This design comes from an exercise in tuning for a short achievable clock period and few clock cycles on the open sky130 flow, not from production work. In this exercise RTL edits were held to simulation tests only and were not proved equivalent to the original. No activity file was given, so power comes from the tool's default toggle rates.

run 1:
## top_mips
module top_mips (input  logic        clk, reset,
                 output logic [31:0] imem_addr,
                 input  logic [31:0] imem_rdata,
                 output logic [31:0] dmem_addr, dmem_wdata,
                 output logic        dmem_we,
                 input  logic [31:0] dmem_rdata);
  logic [29:0] pcF;              
  logic [29:0] pcOut;            
  logic [29:0] pcNext;
  logic        validD, predD;
  logic [31:0] instrD;
  logic [31:1] selAD, selBD, selCD;  
  logic [29:0] pcD, pc1D, altD, tgtD;
  logic        fixD, fixRegD;
  logic        regwriteE, isLoadE, isBeqE, isAddiE, isLongE, predE;
  logic [4:0]  destE;
  logic [5:0]  aluopE;           
  logic [29:0] altE;
  logic [31:0] opAE, opBE, opCE, negImmE;
  logic        fwdCME;
  logic [31:0] addrE, wdataE;    
  logic        weE;
  logic        regwriteM;
  logic [4:0]  destM;
  logic [31:0] aluOutM, cM;
  logic [29:0] pc1F;
  logic [15:0] targetF;
  logic        predF;
  adder #(30) pcinc (pcF, 30'd1, 1'b0, pc1F, );
  logic        c16F;
  pctarget tgt (pcF[15:0], imem_rdata[15:0], targetF, c16F);
  assign predF = (imem_rdata[31:26] == 6'b000100) &
                 (imem_rdata[15] | (imem_rdata[25:21] == imem_rdata[20:16]));
  logic [5:0] opD, fD;
  logic [4:0] rsD, rtD, rdD, destD;
  logic isRD, isAccD, isAddiD, isLwD, isSwD, isBeqD, useImmD, isLongD;
  logic regwriteD, useBD, stall, mispredictE, mispredictD, canResD;
  logic depA, depB, depC, depMA, depMB, depMC, fastE;
  logic [5:0] aluopD;
  logic [31:0] resultM, rfA, rfB, rfC, immD;
  assign opD = instrD[31:26];
  assign fD  = instrD[5:0];
  assign rsD = instrD[25:21];
  assign rtD = instrD[20:16];
  assign rdD = instrD[15:11];
  assign isRD    = validD & (opD == 6'b000000);
  assign isAccD  = validD & (opD == 6'b001100);
  assign isAddiD = validD & (opD == 6'b001000);
  assign isLwD   = validD & (opD == 6'b100011);
  assign isSwD   = validD & (opD == 6'b101011);
  assign isBeqD  = validD & (opD == 6'b000100);
  assign useImmD = isAddiD | isLwD | isSwD;
  ...
export LEC_CHECK = 0
export CAP_MARGIN = 20
export CORE_MARGIN = 2
export CORE_UTILIZATION = 40
export SLEW_MARGIN = 20
export SYNTH_HIERARCHICAL = 1
create_clock -name core_clock -period 10.0 [get_ports {clk}]
standard.sh (not shown) runs the stock make flow with config.mk's settings and CLKGATE_MAP_FILE= SYNTH_SCRIPT=/design/flow/synth_recipe.tcl, a recipe that flattens the netlist after the stock synthesis.
==> flow/flow/run.sh <==
#!/bin/bash
set -u
export SETUP_SLACK_MARGIN=7
export BUFFER_PORTS_ARGS="-buffer_cell sky130_fd_sc_hd__buf_4"
bash standard.sh synth > synth.log 2>&1 || exit 1
bash standard.sh finish > layout.log 2>&1 || exit 1
Run 1 went all the way through the flow, and no timing, DRC or antenna check failed.
Testbench counts of run 1, summed over its fixed seeds: cycles 58,683.
### run 1 -> run 2
--- a/flow/design.v
+++ b/flow/design.v
@@ -59,16 +59,23 @@
   assign gn = ~(gh | (th & gl));
   assign tn = ~(th & tl);
 endmodule
 module pg_inv (input logic g, t, output logic gn, tn);
   assign gn = ~g;
   assign tn = ~t;
 endmodule
 `timescale 1ns / 1ps
+module alu (input  logic [31:0] a, b,
+            input  logic [3:0]  op,
+            output logic [31:0] y);
+  logic [31:0] sum;
+  adder #(32) add (a, op[1] ? ~b : b, op[1], sum, );
+  assign y = op[2] ? (a & b) : op[3] ? (a | b) : sum;
+endmodule
 module alu_long (input  logic [31:0] a, b,
                  input  logic        sh,
                  output logic [31:0] y);
   logic        lt;
   logic [31:0] nb, gl, pl;
   assign nb = ~b;
   always_comb begin
     gl = a & nb;
@@ -251,32 +258,32 @@
   logic        regwriteE, isLoadE, isBeqE, isAddiE, isLongE, predE;
   logic [4:0]  destE;
   logic [5:0]  aluopE;           
   logic [29:0] altE;
   logic [31:0] opAE, opBE, opCE, negImmE;
   logic        fwdCME;
   logic [31:0] addrE, wdataE;    
   logic        weE;
-  logic        regwriteM;
+  logic        regwriteM, isLongM;
   logic [4:0]  destM;
   logic [31:0] aluOutM, cM;
   logic [29:0] pc1F;
   logic [15:0] targetF;
   logic        predF;
   adder #(30) pcinc (pcF, 30'd1, 1'b0, pc1F, );
   logic        c16F;
   pctarget tgt (pcF[15:0], imem_rdata[15:0], targetF, c16F);
   assign predF = (imem_rdata[31:26] == 6'b000100) &
                  (imem_rdata[15] | (imem_rdata[25:21] == imem_rdata[20:16]));
   logic [5:0] opD, fD;
   logic [4:0] rsD, rtD, rdD, destD;
-  logic isRD, isAccD, isAddiD, isLwD, isSwD, isBeqD, useImmD, isLongD;
+  logic isRD, isAccD, isAddiD, isLwD, isSwD, isBeqD, useImmD, isLongD, shLtD;
   logic regwriteD, useBD, stall, mispredictE, mispredictD, canResD;
-  logic depA, depB, depC, depMA, depMB, depMC, fastE;
+  logic depA, depB, depC, depMA, depMB, depMC, ldE, fastE;
   logic [5:0] aluopD;
   logic [31:0] resultM, rfA, rfB, rfC, immD;
   assign opD = instrD[31:26];
   assign fD  = instrD[5:0];
   assign rsD = instrD[25:21];
   assign rtD = instrD[20:16];
   assign rdD = instrD[15:11];
   assign isRD    = validD & (opD == 6'b000000);
@@ -297,16 +304,17 @@
         6'b100010: aluopD = 6'b000010;
         6'b100100: aluopD = 6'b000100;
         6'b100101: aluopD = 6'b001000;
         6'b101010: aluopD = 6'b010000;
         6'b011110: aluopD = 6'b100000;
         default:   aluopD = 6'b000001;
       endcase
   end
+  assign shLtD   = (isRD | isAccD) & (aluopD[4] | aluopD[5]);
   assign isLongD = isAccD;
   adder #(32) accadd (aluOutM, cM, 1'b0, resultM, );
   regfile rf (clk, regwriteM, destM, resultM, selAD, selBD, selCD, rfA, rfB, rfC);
   logic [31:1] valid, validNext, ohA, ohB, ohC;
   logic [4:0]  raN, rbN, rcN;
   assign raN = stall ? rsD : imem_rdata[25:21];
   assign rbN = stall ? rtD : imem_rdata[20:16];
   assign rcN = stall ? rdD : imem_rdata[15:11];
@@ -323,16 +331,17 @@
   always_ff @(posedge clk) begin
     selAD <= ohA & validNext;
     selBD <= ohB & validNext;
     selCD <= ohC & validNext;
   end
   assign depMA = regwriteM & (destM == rsD);
   assign depMB = regwriteM & (destM == rtD);
   assign depMC = regwriteM & (destM == rdD);
+  assign ldE   = isLoadE;
   assign fastE = ~isLongE;
   assign depA  = regwriteE & (destE == rsD);
   assign depB  = regwriteE & (destE == rtD);
   assign depC  = regwriteE & (destE == rdD);
   logic       stallR, stallNext, stallS, stallN, useBF, memF, swF, memD;
   logic [5:0] opF;
   logic [4:0] rsF, rtF;
   assign opF  = imem_rdata[31:26];
@@ -426,18 +435,23 @@
     fwdCME  <= depC & ~fastE & isAccD;
   end
   always_ff @(posedge clk) begin
     addrE  <= aguD;
     wdataE <= nSD;
     weE    <= isSwD & ~stall & ~mispredictE;
   end
   always_ff @(posedge clk, posedge reset)
-    if (reset) regwriteM <= 1'b0;
-    else regwriteM <= regwriteE;
+    if (reset) begin
+      regwriteM <= 1'b0;
+      isLongM   <= 1'b0;
+    end else begin
+      regwriteM <= regwriteE;
+      isLongM   <= isLongE;
+    end
   always_ff @(posedge clk) begin
     destM   <= destE;
     aluOutM <= fullE;
     cM      <= fwdCME ? resultM : opCE;
   end
   assign imem_addr  = {pcOut, 2'b00};
   assign dmem_addr  = addrE;
   assign dmem_wdata = wdataE;
==> notes.md <==
Number of DRC violations after detailed routing came out exactly the same in run 2 and run 1.
Looking at run 2 and run 1, the summed instance area of the synthesized netlist is a wash.
Between run 1 and run 2, the cell area figures differ only marginally.
Comparing run 1 against run 2, there is no change at all in number of failing setup endpoints in the final timing report.
Non-clock buffer count came out exactly the same in run 2 and run 1.
Global-route met1 utilization: run 2 vs run 1 identical
Run 1 → run 2: placeable core region flat, fraction of power spent switching nets flat, clock share of power flat.
Reported for run 2 and run 1, internal portion of total power turned out identical to the last digit.
Changes observed in run 2 relative to run 1: worst setup slack stayed essentially flat; final routed wirelength across all metal layers stayed essentially flat.
As far as register share of the cell area goes, run 1 and run 2 are indistinguishable; the numbers are identical.
Number of non-clock inverters of run 1 is on par with run 2.
Testbench counts of run 2, summed over its fixed seeds: cycles 58,683.

-- re-timing with driven ports --
The flow's constraints put no driver on any port. The routed layouts listed below were extracted and timed again, unchanged, in two steps. Step 1 (the two cells are an assumption about what drives the block):
set clk [get_ports {clk}]
set_driving_cell -lib_cell sky130_fd_sc_hd__clkbuf_16 $clk
set_driving_cell -lib_cell sky130_fd_sc_hd__buf_2 [delete_from_list [all_inputs] $clk]
Step 2 also shifts input and output timing later by t, the mid clock arrival at the registers, as if the neighbouring blocks saw the same clock. Slacks: ideal ports / drivers / drivers and shift; pairs: ideal ports / drivers.
run	shift t [ns]	setup WS [ns]	hold WS [ns]
run 1	0.968	6.574 / 6.480 / 5.866	0.455 / 0.455 / 0.455
run 2	0.968	6.574 / 6.480 / 5.866	0.455 / 0.455 / 0.455
After both steps setup and hold are still met in every run listed.
